Context: an optimization exercise on an open-source flow, tuned for small area and a short achievable clock period. The choices shown serve that exercise and are no tape-out recipe.
No functional check of the RTL was part of this run.
Power figures rest on the tool's default switching activity, not on a simulated workload.

$ cat design.v
module ALU(
	input [1:0] ALUSrcB,
	input [31:0] alu_a,
	input [31:0] alu_b,
	input [2:0] alu_op,
	output reg [31:0] alu_out,
	output less,
	output equal,
	output greater,
	output overflow
    );
localparam A_NOP = 3'd0, A_ADD = 3'd1, A_SUB = 3'd2, A_AND = 3'd3,
           A_OR = 3'd4, A_XOR = 3'd5, A_NOR = 3'd6, A_SLL = 3'd7;
wire sub = (alu_op == A_SUB);
wire [31:0] bx = alu_b ^ {32{sub}};
wire [31:0] lo = {1'b0, alu_a[30:0]} + {1'b0, bx[30:0]} + {31'b0, sub};
wire c31 = lo[31];                        
wire [31:0] sum = {alu_a[31] ^ bx[31] ^ c31, lo[30:0]};
wire big_shift = |alu_a[31:5];
wire [31:0] shl = big_shift ? 32'b0 : (alu_b << alu_a[4:0]);
always @(*) begin
	case (alu_op)
	A_ADD, A_SUB: alu_out = sum;
	A_AND: alu_out = alu_a & alu_b;
	A_OR:  alu_out = alu_a | alu_b;
	A_XOR: alu_out = alu_a ^ alu_b;
	A_SLL: alu_out = shl;
	default: alu_out = 32'b0;
	endcase
end
wire eq = (alu_a == alu_b);
assign equal = sub & eq;
assign less = sub & sum[31];
assign greater = sub & !sum[31] & !eq;
wire a31 = alu_a[31], b31 = alu_b[31];
wire is_as = (alu_op == A_ADD) | sub;
wire is_zero = (alu_op == A_NOP) | (alu_op == A_XOR) | (alu_op == A_NOR);
wire is_sll = (alu_op == A_SLL);
wire ovf_as = (a31 ~^ b31) & (c31 ^ a31 ^ sub);
wire ovf_sll = a31 ? b31 : (!b31 & shl[31]);
assign overflow = (ALUSrcB != 2'd3) &
                  ((is_as & ovf_as) | (is_zero & a31 & b31) | (is_sll & ovf_sll));
endmodule
module Decoder(
    input [31:0] Instr,
    output [16:0] ControlSignal,
    output Undefined
);
parameter add_A  =32'b0000_00xx_xxxx_xxxx_xxxx_xxxx_xx10_0000;
parameter addi_A =32'b0010_00xx_xxxx_xxxx_xxxx_xxxx_xxxx_xxxx;
parameter addu_A =32'b0000_00xx_xxxx_xxxx_xxxx_xxxx_xx10_0001;  
parameter sub_A  =32'b0000_00xx_xxxx_xxxx_xxxx_xxxx_xx10_0010; 
parameter subu_A =32'b0000_00xx_xxxx_xxxx_xxxx_xxxx_xx10_0011; 
parameter and_A  =32'b0000_00xx_xxxx_xxxx_xxxx_xxxx_xx10_0100;
parameter andi_A =32'b0011_00xx_xxxx_xxxx_xxxx_xxxx_xxxx_xxxx; 
parameter or_A   =32'b0000_00xx_xxxx_xxxx_xxxx_xxxx_xx10_0101;
parameter nor_A  =32'b0000_00xx_xxxx_xxxx_xxxx_xxxx_xx10_0111;
parameter xor_A  =32'b0000_00xx_xxxx_xxxx_xxxx_xxxx_xx10_0110;
parameter bgtz_A =32'b0001_11xx_xxxx_xxxx_xxxx_xxxx_xxxx_xxxx;
parameter addiu_A=32'b0010_01xx_xxxx_xxxx_xxxx_xxxx_xxxx_xxxx;
parameter bne_A  =32'b0001_01xx_xxxx_xxxx_xxxx_xxxx_xxxx_xxxx;
parameter j_A    =32'b0000_10xx_xxxx_xxxx_xxxx_xxxx_xxxx_xxxx;
parameter jr_A   =32'b0000_00xx_xxx0_0000_0000_0000_0000_1000;
parameter lw_A   =32'b1000_11xx_xxxx_xxxx_xxxx_xxxx_xxxx_xxxx;
parameter sw_A   =32'b1010_11xx_xxxx_xxxx_xxxx_xxxx_xxxx_xxxx;
parameter blez_A =32'b0001_10xx_xxxx_xxxx_xxxx_xxxx_xxxx_xxxx;
parameter beq_A  =32'b0001_00xx_xxxx_xxxx_xxxx_xxxx_xxxx_xxxx;
parameter bgez_A =32'b0000_01xx_xxxx_xxxx_xxxx_xxxx_xxxx_xxxx;
parameter bltz_A = 32'b0000_01xx_xxxx_xxxx_xxxx_xxxx_xxxx_xxxx; 
parameter lb_A = 32'b1000_00xx_xxxx_xxxx_xxxx_xxxx_xxxx_xxxx;
parameter ori_A = 32'b0011_01xx_xxxx_xxxx_xxxx_xxxx_xxxx_xxxx;
parameter sll_A = 32'b0000_00xx_xxxx_xxxx_xxxx_xxxx_xx00_0000;
parameter sllv_A = 32'b0000_00xx_xxxx_xxxx_xxxx_xxxx_xx00_0100;
parameter xori_A = 32'b0011_10xx_xxxx_xxxx_xxxx_xxxx_xxxx_xxxx;
parameter break_A = 32'b0000_00xx_xxxx_xxxx_xxxx_xxxx_xx00_1101;
reg MemToReg;
reg RegWrite;
reg MemWrite;
reg MemRead;
reg [2:0]ALUOp;
reg ALUSrcA;
reg [1:0]ALUSrcB;
reg RegDst;
reg BranchOnEqual;
reg BranchOnGreater;
reg BranchOnLess;
reg breakpoint;
reg Jump;
reg Jr;
assign ControlSignal = {
    Jump,
    Jr,
    breakpoint,
    BranchOnLess,
    BranchOnEqual,
    BranchOnGreater,
    RegDst,
    ALUSrcB[1:0],
    ALUSrcA,
    ALUOp[2:0],
    MemRead,
    MemWrite,
    RegWrite,
    MemToReg
};
always @(*)begin
    casex(Instr)
    j_A     : Jump <= 1;
    default : Jump <= 0;
    endcase
end
always @(*)begin
    casex(Instr)
    jr_A    : Jr <= 1;
    default : Jr <= 0;
    endcase
end
always @(*)begin
    casex(Instr)
    bltz_A  : BranchOnLess <= 1;
    blez_A  : BranchOnLess <= 1;
    bne_A   : BranchOnLess <= 1;
    default:
        BranchOnLess <= 0;
    endcase
end
always @(*)begin
    casex(Instr)
    beq_A   : BranchOnEqual <= 1;
    bgez_A  : BranchOnEqual <= 1;
    default:
        BranchOnEqual <= 0;
    endcase
end
always @(*)begin
    casex(Instr)
    bgtz_A  : BranchOnGreater <= 1;
    bne_A   : BranchOnGreater <= 1;
    bgez_A  : BranchOnGreater <= 1;
    default:
        BranchOnGreater <= 0;
    endcase
end
always @(*)begin
    casex(Instr)
    break_A : breakpoint <= 1;
    default : breakpoint <= 0;
    endcase
end
always @(*)begin
    casex(Instr)
    add_A   : RegDst <= 1;
    addu_A  : RegDst <= 1;
    sub_A   : RegDst <= 1;
    subu_A  : RegDst <= 1;
    and_A   : RegDst <= 1;
    xor_A   : RegDst <= 1;
    or_A    : RegDst <= 1;
    nor_A   : RegDst <= 1;
    sllv_A  : RegDst <= 1;
    sll_A   : RegDst <= 1;
    default:
        RegDst <= 0;
    endcase
end
always @(*)begin
    casex(Instr)
    sll_A   : ALUSrcB <= 1;
    lb_A    : ALUSrcB <= 2;
    addiu_A : ALUSrcB <= 3;
    addu_A  : ALUSrcB <= 3;
    subu_A  : ALUSrcB <= 3;
    default:
        ALUSrcB <= 2'b0;
    endcase
end
always @(*)begin
    casex(Instr)
    addi_A  : ALUSrcA <= 1;
    addiu_A : ALUSrcA <= 1;
    andi_A  : ALUSrcA <= 1;
    ori_A   : ALUSrcA <= 1;
    xori_A  : ALUSrcA <= 1;
    lb_A    : ALUSrcA <= 1;
    lw_A    : ALUSrcA <= 1;
    sw_A    : ALUSrcA <= 1;
    default:
        ALUSrcA <= 0;
    endcase
end
parameter A_NOP = 3'b000;
parameter A_ADD = 3'b001;
parameter A_SUB = 3'b010;
parameter A_AND = 3'b011;
parameter A_OR = 3'b100;
parameter A_XOR = 3'b101;
parameter A_NOR = 3'b110;
parameter A_SLL = 3'b111;
always @(*)begin
    casex(Instr)
    sub_A   : ALUOp <= A_SUB;
    subu_A  : ALUOp <= A_SUB;
    bne_A   : ALUOp <= A_SUB;
    bgez_A  : ALUOp <= A_SUB;
    bgtz_A  : ALUOp <= A_SUB;
    beq_A   : ALUOp <= A_SUB;
    blez_A  : ALUOp <= A_SUB;
    bltz_A  : ALUOp <= A_SUB;
    and_A   : ALUOp <= A_AND;
    andi_A  : ALUOp <= A_AND;
    or_A    : ALUOp <= A_OR;
    ori_A   : ALUOp <= A_OR;
    xori_A  : ALUOp <= A_XOR;
    xor_A   : ALUOp <= A_XOR;
    nor_A   : ALUOp <= A_NOR;
    sllv_A  : ALUOp <= A_SLL;
    sll_A   : ALUOp <= A_SLL;
    default:
        ALUOp <= 3'b001;
    endcase
end
always @(*)begin
    casex(Instr)
    lw_A    : MemRead <= 1;
    lb_A    : MemRead <= 1;
    default:
        MemRead <= 0;
    endcase
end
always @(*)begin
    casex(Instr)
    sw_A : MemWrite <= 1;
    default:
        MemWrite <= 0;
    endcase
end
always @(*)begin
    casex(Instr)
    add_A   : RegWrite <= 1;   
    addu_A  : RegWrite <= 1;       
    sub_A   : RegWrite <= 1;    
    subu_A  : RegWrite <= 1;      
    and_A   : RegWrite <= 1;   
    or_A    : RegWrite <= 1;     
    nor_A   : RegWrite <= 1;   
    xor_A   : RegWrite <= 1;   
    xori_A  : RegWrite <= 1;
    addi_A  : RegWrite <= 1;  
    addiu_A : RegWrite <= 1;   
    andi_A  : RegWrite <= 1;      
    lw_A    : RegWrite <= 1;    
    ori_A   : RegWrite <= 1;
    lb_A    : RegWrite <= 1;
    sllv_A  : RegWrite <= 1;
    sll_A   : RegWrite <= 1;
    default:
        RegWrite <= 0;
    endcase
end
always @(*)begin
    casex(Instr)
    lb_A    : MemToReg <= 1;
    lw_A    : MemToReg <= 1;
    default:
        MemToReg <= 0;
    endcase
end
endmodule
module Forwarding(
    input [4:0] ex_DestAddr,       
    input [4:0] ex_mem_RegWriteAddr,
    input ex_FwdWrite,             
    input mem_RegWrite,
    input branch_taken,
    input interrupt,
    input stall,
    input [4:0] held_Addr,         
    input [4:0] new_Addr,          
    output next_mem,
    output next_wb
);
wire [4:0] a = stall ? held_Addr : new_Addr;
wire m = interrupt ? (a == 5'd31) : (!branch_taken & ex_FwdWrite & (ex_DestAddr == a));
wire w = mem_RegWrite & (ex_mem_RegWriteAddr == a);
assign next_mem = m;
assign next_wb = !m & w;
endmodule
module Hazard(
    input [4:0] ex_RegWriteAddr,
    input [4:0] id_RsAddr,
    input [4:0] id_RtAddr,
    input ex_Load,
    output stall
);
assign stall = ex_Load & ((ex_RegWriteAddr == id_RsAddr) || (ex_RegWriteAddr == id_RtAddr));
endmodule
module Interruption(
    input EINT,
    input overflow,
    input instr_break,
    input single_step,
    output interrupt
);
assign interrupt = EINT & (instr_break | single_step | overflow);
endmodule
module RegisterFile(
	input clk,
	input rst_n,
	input [4:0]rAddr1,
	output [31:0]rDout1,
	input [4:0]rAddr2,
	output [31:0]rDout2,
	input [4:0]wAddr,
	input [31:0]wDin,
	input wEna
    );
reg [31:0] file [0:31];
reg [31:0] valid;
always @(posedge clk)
	if (wEna)
		file[wAddr] <= wDin;
always @(posedge clk or negedge rst_n)
	if (!rst_n)
		valid <= 32'b0;
	else if (wEna)
		valid[wAddr] <= 1'b1;
wire [31:0] sel1 = valid & (32'b1 << rAddr1);
wire [31:0] sel2 = valid & (32'b1 << rAddr2);
reg [31:0] r1, r2;
integer i;
always @(*) begin
	r1 = 32'b0;
	r2 = 32'b0;
	for (i = 0; i < 32; i = i + 1) begin
		r1 = r1 | (file[i] & {32{sel1[i]}});
		r2 = r2 | (file[i] & {32{sel2[i]}});
	end
end
assign rDout1 = (rAddr1 == wAddr && wEna == 1) ? wDin : r1;
assign rDout2 = (rAddr2 == wAddr && wEna == 1) ? wDin : r2;
endmodule
`timescale 1ns / 1ps
module SignExtend(in, out);
input signed [15:0] in;
output signed [31:0] out;
assign out = in;
endmodule
module CPUTop
(
	input clk,
	input rst_n,
	input single_step,
	input recover,
	output [9:0] imem_addr,
	input [31:0] imem_rdata,
	output [9:0] dmem_addr,
	output [31:0] dmem_wdata,
	output dmem_we,
	input [31:0] dmem_rdata
    );
reg [31:0] PC;
reg [31:0] Instr;
reg [31:0] if_id_NextPC;
reg [31:0] if_PCTemp;
reg [14:0] id_ex_Control;
reg [31:0] id_ex_NextPC;
reg [31:0] id_ex_RsData;
reg [31:0] id_ex_RtData;
reg [15:0] id_ex_Imm;
reg [4:0]  id_ex_RsAddr;
reg [4:0]  id_ex_RtAddr;
reg        fwdA_mem, fwdA_wb, fwdB_mem, fwdB_wb;
reg        ex_Bubble;         
reg        ex_BubbleOvf;      
reg [3:0]  ex_mem_Control;
reg        ex_mem_ByteLoad;
reg [31:0] ex_mem_AluOut;
reg [31:0] ex_mem_MemWriteData;
reg [4:0]  ex_mem_RegWriteAddr;
reg [1:0]  mem_wb_Control;
reg [31:0] mem_wb_Data;
reg [4:0]  mem_wb_RegWriteAddr;
reg EINT;
wire [16:0] ControlSignal;
wire Undefined;
Decoder decode(Instr, ControlSignal, Undefined);
wire id_Jump = ControlSignal[16];
wire id_JR = ControlSignal[15];
wire id_Branch = ControlSignal[13] | ControlSignal[12] | ControlSignal[11];
wire [4:0] id_RsAddr = Instr[25:21];
wire [4:0] id_RtAddr = Instr[20:16];
wire [31:0] SignImm;
SignExtend SE(Instr[15:0], SignImm);
wire wb_RegWrite = mem_wb_Control[1];
wire [31:0] wb_data = mem_wb_Data;
wire [31:0] id_RsData;
wire [31:0] id_RtData;
RegisterFile Reg(clk, rst_n, id_RsAddr, id_RsData, id_RtAddr, id_RtData,
                 mem_wb_RegWriteAddr, wb_data, wb_RegWrite);
wire [31:0] BranchAddr = {SignImm[29:0], 2'b00} + if_id_NextPC;
wire [31:0] JumpAddr = {if_id_NextPC[31:28], Instr[25:0], 2'b00};
wire [31:0] PCPlus4 = PC + 32'd4;
wire [31:0] PCTempPlus4 = if_PCTemp + 32'd4;
wire ex_RegWrite  = id_ex_Control[1];
wire ex_MemRead   = id_ex_Control[3];
wire [2:0] ex_ALUOp = id_ex_Control[6:4];
wire ex_ImmB      = id_ex_Control[7];
wire [1:0] ex_ALUSrcB = id_ex_Control[9:8];
wire ex_RegDst    = id_ex_Control[10];
wire ex_BrGreater = id_ex_Control[11];
wire ex_BrEqual   = id_ex_Control[12];
wire ex_BrLess    = id_ex_Control[13];
wire ex_breakpoint = id_ex_Control[14];
wire mem_MemToReg = ex_mem_Control[0];
wire mem_RegWrite = ex_mem_Control[1];
wire mem_MemWrite = ex_mem_Control[2];
wire [31:0] fwdA = fwdA_mem ? ex_mem_AluOut : fwdA_wb ? wb_data : id_ex_RsData;
wire [31:0] fwdB = fwdB_mem ? ex_mem_AluOut : fwdB_wb ? wb_data : id_ex_RtData;
wire [31:0] alu_a = (ex_ALUSrcB == 2'd1) ? {27'b0, id_ex_Imm[10:6]} : fwdA;
wire [31:0] alu_b = ex_ImmB ? {{16{id_ex_Imm[15]}}, id_ex_Imm} : fwdB;
wire [31:0] alu_out;
wire ex_Less, ex_Equal, ex_Greater, alu_overflow;
ALU MainAlu(ex_ALUSrcB, alu_a, alu_b, ex_ALUOp, alu_out, ex_Less, ex_Equal, ex_Greater, alu_overflow);
wire overflow = ex_Bubble ? ex_BubbleOvf : alu_overflow;
wire ex_BranchTrue = (ex_BrEqual & ex_Equal) | (ex_BrGreater & ex_Greater) | (ex_BrLess & ex_Less);
wire interrupt;
Interruption CheckInterruption(EINT, overflow, ex_breakpoint, single_step, interrupt);
wire [4:0] ex_DestAddr = ex_RegDst ? id_ex_Imm[15:11] : id_ex_RtAddr;
wire ex_Load = ex_MemRead & ex_RegWrite;
wire stall_n, stall_i;
Hazard HazN(ex_DestAddr, id_RsAddr, id_RtAddr, ex_Load, stall_n);
Hazard HazI(5'd31, id_RsAddr, id_RtAddr, ex_Load, stall_i);
wire stall = interrupt ? stall_i : stall_n;
wire nfA_mem, nfA_wb, nfB_mem, nfB_wb;
Forwarding FwdA(ex_DestAddr, ex_mem_RegWriteAddr, ex_RegWrite & !ex_MemRead, mem_RegWrite,
                ex_BranchTrue, interrupt, stall, id_ex_RsAddr, id_RsAddr, nfA_mem, nfA_wb);
Forwarding FwdB(ex_DestAddr, ex_mem_RegWriteAddr, ex_RegWrite & !ex_MemRead, mem_RegWrite,
                ex_BranchTrue, interrupt, stall, id_ex_RtAddr, id_RtAddr, nfB_mem, nfB_wb);
wire [31:0] spo = dmem_rdata;
wire [1:0] bsel = ex_mem_AluOut[1:0];
wire [31:0] mem_dout = !ex_mem_ByteLoad ? spo :
                       (bsel == 2'd0) ? {24'b0, spo[7:0]}  :
                       (bsel == 2'd1) ? {24'b0, spo[15:8]} :
                       (bsel == 2'd2) ? {24'b0, spo[23:16]} :
                                        {24'b0, spo[31:24]};
wire [31:0] mem_result = mem_MemToReg ? mem_dout : ex_mem_AluOut;
assign imem_addr = PC[11:2];
assign dmem_addr = ex_mem_AluOut[11:2];
assign dmem_wdata = ex_mem_MemWriteData;
assign dmem_we = mem_MemWrite;
wire [31:0] ex_result = interrupt ? id_ex_NextPC : alu_out;
wire bub_a31 = nfA_mem ? ex_result[31] : nfA_wb ? mem_result[31] : id_ex_RsData[31];
wire bub_b31 = nfB_mem ? ex_result[31] : nfB_wb ? mem_result[31] : id_ex_RtData[31];
wire [31:0] pc_jr = id_JR ? id_RsData : 32'd208;
wire [31:0] pc_n = stall_n ? PC : (id_JR | recover) ? pc_jr : id_Jump ? JumpAddr : PCPlus4;
wire [31:0] pc_i = stall_i ? PC : (id_JR | recover) ? pc_jr : 32'd76;
wire [31:0] pc_next = ex_BranchTrue ? if_PCTemp : interrupt ? pc_i : pc_n;
wire [31:0] npc_n = stall_n ? if_id_NextPC : PCPlus4;
wire [31:0] npc_i = stall_i ? if_id_NextPC : PCPlus4;
wire [31:0] npc_next = ex_BranchTrue ? PCTempPlus4 : interrupt ? npc_i : npc_n;
wire [31:0] ins_n = stall_n ? Instr : (id_JR | id_Jump) ? 32'b0 : imem_rdata;
wire [31:0] ins_i = stall_i ? Instr : 32'b0;
wire [31:0] ins_next = ex_BranchTrue ? 32'b0 : interrupt ? ins_i : ins_n;
wire [31:0] xpc_n = stall_n ? id_ex_NextPC : if_id_NextPC;
wire [31:0] xpc_i = stall_i ? id_ex_NextPC : if_id_NextPC;
wire [31:0] xpc_next = interrupt ? xpc_i : xpc_n;
always @(posedge clk or negedge rst_n) begin
	if (!rst_n) begin
		id_ex_Control <= 15'b0;
		ex_mem_Control <= 4'b0;
		mem_wb_Control <= 2'b0;
		fwdA_mem <= 1'b0;
		fwdA_wb <= 1'b0;
		fwdB_mem <= 1'b0;
		fwdB_wb <= 1'b0;
		ex_Bubble <= 1'b0;
		EINT <= 1'b1;
		PC <= 32'b0;
		Instr <= 32'b0;
		if_id_NextPC <= 32'd4;
	end else begin
		mem_wb_Control <= ex_mem_Control[1:0];
		ex_mem_Control <= interrupt ? 4'b0010 : ex_BranchTrue ? 4'b0000 : id_ex_Control[3:0];
		id_ex_Control <= (ex_BranchTrue | interrupt | stall) ? 15'b0 : ControlSignal[14:0];
		fwdA_mem <= nfA_mem;
		fwdA_wb <= nfA_wb;
		fwdB_mem <= nfB_mem;
		fwdB_wb <= nfB_wb;
		ex_Bubble <= stall;
		EINT <= id_JR | (EINT & !interrupt);
		PC <= pc_next;
		if_id_NextPC <= npc_next;
		Instr <= ins_next;
	end
end
always @(posedge clk)
	if (id_Branch)
		if_PCTemp <= BranchAddr;
always @(posedge clk) begin
	id_ex_Imm <= Instr[15:0];
	id_ex_RsData <= id_RsData;
	id_ex_RtData <= id_RtData;
	id_ex_RsAddr <= id_RsAddr;
	id_ex_RtAddr <= id_RtAddr;
	id_ex_NextPC <= xpc_next;
	ex_BubbleOvf <= bub_a31 & bub_b31;
end
always @(posedge clk) begin
	ex_mem_ByteLoad <= (ex_ALUSrcB == 2'd2);
	ex_mem_AluOut <= ex_result;
	ex_mem_MemWriteData <= (fwdB_mem | fwdB_wb) ? mem_result : id_ex_RtData;
	ex_mem_RegWriteAddr <= ex_DestAddr | {5{interrupt}};
	mem_wb_Data <= mem_result;
	mem_wb_RegWriteAddr <= ex_mem_RegWriteAddr;
end
endmodule
$ cat run.sh
#!/bin/bash
# synth_recipe.tcl (not shown) runs the flow's synth.tcl, then flattens the netlist and writes it again
# the make line also repeats each setting of config.mk as NAME=value (left out here)
make -C /OpenROAD-flow-scripts/flow DESIGN_CONFIG=/design/flow/config.mk WORK_HOME=/design/flow/orfs CLKGATE_MAP_FILE= SYNTH_SCRIPT=/design/flow/synth_recipe.tcl finish
$ cat config.mk
export PLATFORM = sky130hd
export DESIGN_NAME = CPUTop
export DESIGN_NICKNAME = CPUTop
export VERILOG_FILES = /design/flow/design.v
export SDC_FILE = /design/flow/constraint.sdc
export NUM_CORES = 4
export LEC_CHECK = 0
export CAP_MARGIN = 20
export CORE_MARGIN = 2
export CORE_UTILIZATION = 35
export PLACE_DENSITY = 0.5
export SETUP_SLACK_MARGIN = 5
export SLEW_MARGIN = 20
$ cat constraint.sdc
create_clock -name core_clock -period 10.0 [get_ports {clk}]
set_input_delay 2.0000 -clock core_clock [delete_from_list [all_inputs] [get_ports {clk}]]
set_output_delay 2.0000 -clock core_clock [all_outputs]
set_load 0.01 [all_outputs]
==> notes.md <==
-- power groups by stage --
stage | clock, mW | combinational, mW | sequential [mW]
global placement | 0 | 2.39 | 7.48
CTS | 6.24 | 2.56 | 7.37
global route | 6.49 | 2.80 | 7.39
detailed placement | 0 | 2.39 | 7.47
finish | 6.25 | 2.70 | 7.38
floorplan | 0 | 1.13 | 7.47
-- metal layers --
layer	routed length [um]	GRT usage, %	up-vias	share of wire [%]
met3	57800	13.8	1315	16
met5	194	0.220	-	0.053
met1	137000	48.5	29565	38
met4	24600	18.3	30	6.8
met2	143000	48.8	5766	39
li1	-	-	22810	-
-- per-stage QoR --
stage / worst slack [ns] / util, %
finish: 4.59 / 41.9
global route: 4.50 / 41.9
CTS: 4.82 / 41.6
detailed placement: 2.72 / 37.5
global placement: 2.72 / 37.5
floorplan: 5.03 / -
-- worst max-delay path: cells and delay by family, from the launching register on --
kind / cells / cell delay (ns)
XOR/XNOR: 1 / 0.18
multiplexers: 2 / 0.41
flip-flops: 1 / 0.57
AND/OR/NAND/NOR: 4 / 0.86
buffers and inverters: 4 / 0.66
AO/OA/AOI/OAI: 8 / 2.31
adder cells (fa/ha/maj): 1 / 0.29
-- cell usage in the layout, fill, tap and decap left out, types with 67 or more instances in the layout --
master	n
a22oi_1	703
a221oi_1	144
a22o_1	188
ha_1	118
a21oi_1	209
mux2_2	76
dfxtp_1	192
o21ai_0	190
clkdlybuf4s50_1	119
dfrtp_1	141
edfxtp_1	1088
xnor2_1	98
xor2_1	67
buf_4	272
nand2_1	298
nand4_1	223
nor2_1	290
clkbuf_16	164
inv_1	129
nand3_1	78
-- final timing paths --
kind                                             start                      to  cells past startpoint
worst max-delay path                           fwdA_wb            ex_BubbleOvf                     20
worst min register to register  ex_mem_RegWriteAddr[1]  mem_wb_RegWriteAddr[1]                      0
min in group asynchronous                        rst_n                Instr[4]                      1
worst min-delay path            ex_mem_RegWriteAddr[1]  mem_wb_RegWriteAddr[1]                      0
max in group asynchronous                        rst_n            Reg.valid[3]                      2
worst max register to register                 fwdA_wb            ex_BubbleOvf                     20
-- area by class of cell --
| type | count | area [um2] | area share [%] |
|---|---|---|---|
| antenna | 35 | 87.6 | 0.108 |
| timing repair inverter | 2 | 12.5 | 0.0155 |
| clock buffer | 191 | 4220 | 5.23 |
| inverter | 140 | 561 | 0.693 |
| multi-input combinational | 3630 | 26900 | 33.3 |
| timing repair buffer | 442 | 4240 | 5.25 |
| tap | 2526 | 3160 | 3.91 |
| sequential | 1438 | 40500 | 50.1 |
| clock inverter | 102 | 1190 | 1.48 |
-- cells by family (layout without fill, tap and decap cells) --
logic type | count (synthesis) | in the layout | share of synthesized area [%]
buffers and inverters | 602 | 877 | 3.55
adder cells (fa/ha/maj) | 132 | 132 | 2.45
AND/OR/NAND/NOR | 1309 | 1310 | 9.62
XOR/XNOR | 169 | 169 | 2.17
AO/OA/AOI/OAI | 1847 | 1849 | 20.1
other | 0 | 35 | 0
multiplexers | 170 | 170 | 2.67
flip-flops | 1438 | 1438 | 59.4
-- repair_timing --
item | CTS | global route
endpoints found under the setup margin | 189 | 134
pin swaps | 73 | 32
hold buffers | 0 | 0
gates cloned | 16 | 1
resized for setup | 234 | 65
setup buffers | 101 | 16
==> flow_metrics.py <==
metrics = {
    "status": {
        "outcome": "no timing/DRC/antenna violations",
    },
    "floorplanning": {
        "dieArea_um2": 198000,
        "io_pins": 121,
        "dieHeight_um": 445,
        "die_w_um": 445,
        "rows": 161,
        "coreArea_um2": 193000,
        "start_util_pct": 35.3,
    },
    "finish": {
        "drive_above_1_share_pct": 16.9,
        "final_cells": 8506,
        "regMostFlops": "Reg.file",
        "finalNetCount": 6014,
        "fill_cells": 18020,
        "area_growth_pct": 18.8,
        "largest_reg_flops": 1024,
        "design_area_um2": 80800,
    },
    "detailed_routing": {
        "drt_iter0_drc": 12299,
        "postRouteAntennaNets": 0,
        "drc": 0,
        "routedWlPerCell_um": 42.7,
        "num_vias": 59486,
        "vias_per_cell": 6.99,
        "totalWireLength_mm": 363,
        "firstDrtPassIters": 9,
    },
    "global_routing": {
        "grt_antenna_before_repair": 42,
        "grt_max_degree": 88,
        "grt.overflow.total": 0,
        "grt_usage_pct": 35.7,
        "grt_pass1_vias": 55429,
        "grt_pass1_wl_mm": 484,
    },
    "power": {
        "clock_power_share_pct": 38.3,
        "seq_power_share_pct": 45.2,
        "comb_power_share_pct": 16.6,
        "internal_power_mw": 11.5,
        "total_power_mw": 16.3,
        "p_switching_mw": 4.85,
        "switching_share_pct": 29.7,
        "p_per_area_nw_per_um2": 202,
        "vdd_ir_drop_max_uv": 201,
        "p_leak_nw": 28.8,
    },
    "place": {
        "hpwl_mm": 215,
        "portBuffers": 120,
        "placedCellCount": 8042,
        "placed_area_um2": 72400,
        "place_congestion": 0.974,
    },
    "setup_path": {
        "crit_slowest_cell": "dfrtp_4",
        "worstSetupEndpointType": "flop",
        "crit_chain": "buf_4, mux2i_2, a221o_2, inv_6, ha_1, buf_4, a32o_2, o31ai_4, o21bai_4, a21oi_4, o31ai_4, xor2_2, mux2i_4, o21a_4, buf_16, or3_4, o41ai_4, and2_4, nor3b_2, nor4b_4",
        "startpoint_type": "flop",
        "r2r_slack_ns": 4.59,
        "slowest_delay_ns": 0.57,
        "cp.required_ns": 10.76,
        "crit_fanout": 12,
        "worstPathArrival_ns": 6.17,
        "worst-setup-path-type": "flop to flop",
    },
    "logic_synthesis": {
        "synth_nets": 5867,
        "yosysTopAreaCell": "edfxtp_1",
        "syn-instance-count": 5667,
        "seq_area_frac_synth_pct": 59.4,
        "synth_edf_count": 1088,
        "yosys_warnings": 4,
        "async_reset_ff_share_pct": 10.6,
        "yosysMostFrequentCell": "edfxtp_1",
        "synth_top_area_share_pct": 48.0,
        "syn_area_um2": 68100,
        "ys_top_cells_by_area": "edfxtp_1 (48%), a22oi_1 (7.8%), dfxtp_1 (5.8%)",
        "ys_top_cells_by_count": "edfxtp_1 (1,088), a22oi_1 (703), clkbuf_1 (355)",
        "ys_dominant_reg_cell": "edfxtp_1",
        "synth_cell_types": 106,
        "ys_seq_elements": 1438,
        "avgSynthCellArea_um2": 12.0,
    },
    "clock_network": {
        "clk_pin_slew_worst_paths_ns": 0.06,
        "cts_tree": "built",
        "clk_latency_ns": 0.85,
        "root_buffer": "clkbuf_16",
        "cts-buffers-inserted": 160,
        "cts.sinks": 1438,
        "cts_max_path_buffers": 3,
        "htree_levels": 4,
    },
    "sta": {
        "setup-violations-final": 0,
        "min_period_ns": 5.41,
        "rsz0062_at_grt": "true",
        "drv_slew": 0,
        "timing.setup.tns_ns": 0,
        "fin_skew_ns": 0.0507,
        "post-route-period-util_pct": 54.1,
        "slew-limit-headroom_pct": 20.8,
        "hold_viol": 0,
        "fmax_mhz": 185,
        "holdWs_ns": 0.391,
        "worst_slew_pin_slew_ns": 1.17,
    },
    "hold_path": {
        "worstHoldPathType": "flop to flop",
    },
    "flow_run": {
        "maxCapViolations": 0,
    },
}

[re-timing with driven ports]
The flow's constraints put no driver on any port. The routed layout listed below was extracted and timed again, unchanged, in two steps.
Step 1 sets driving cells, clkbuf_16 on the clock port and buf_2 on the other inputs (assumed; they add their load-dependent delay and slew).
Step 2, shift: input delay + t, output delay - t, t = (earliest + latest rising clock arrival at the registers) / 2. This alone moves slack from input paths to output paths.
a / b / c = ideal ports / drivers / drivers and shift; a / b = the first two.
t (ns): 0.901
slack for setup (ns): 4.586 / 4.586 / 4.586
worst setup path after step 2: register to register
clock arrival spread, ns: 0.055 / 0.055
pins driven straight from the clock port: 1
After both steps setup and hold are still met in this run. The setup slack of this run moves by 0.000 ns with the drivers and by 0.000 ns with both steps.
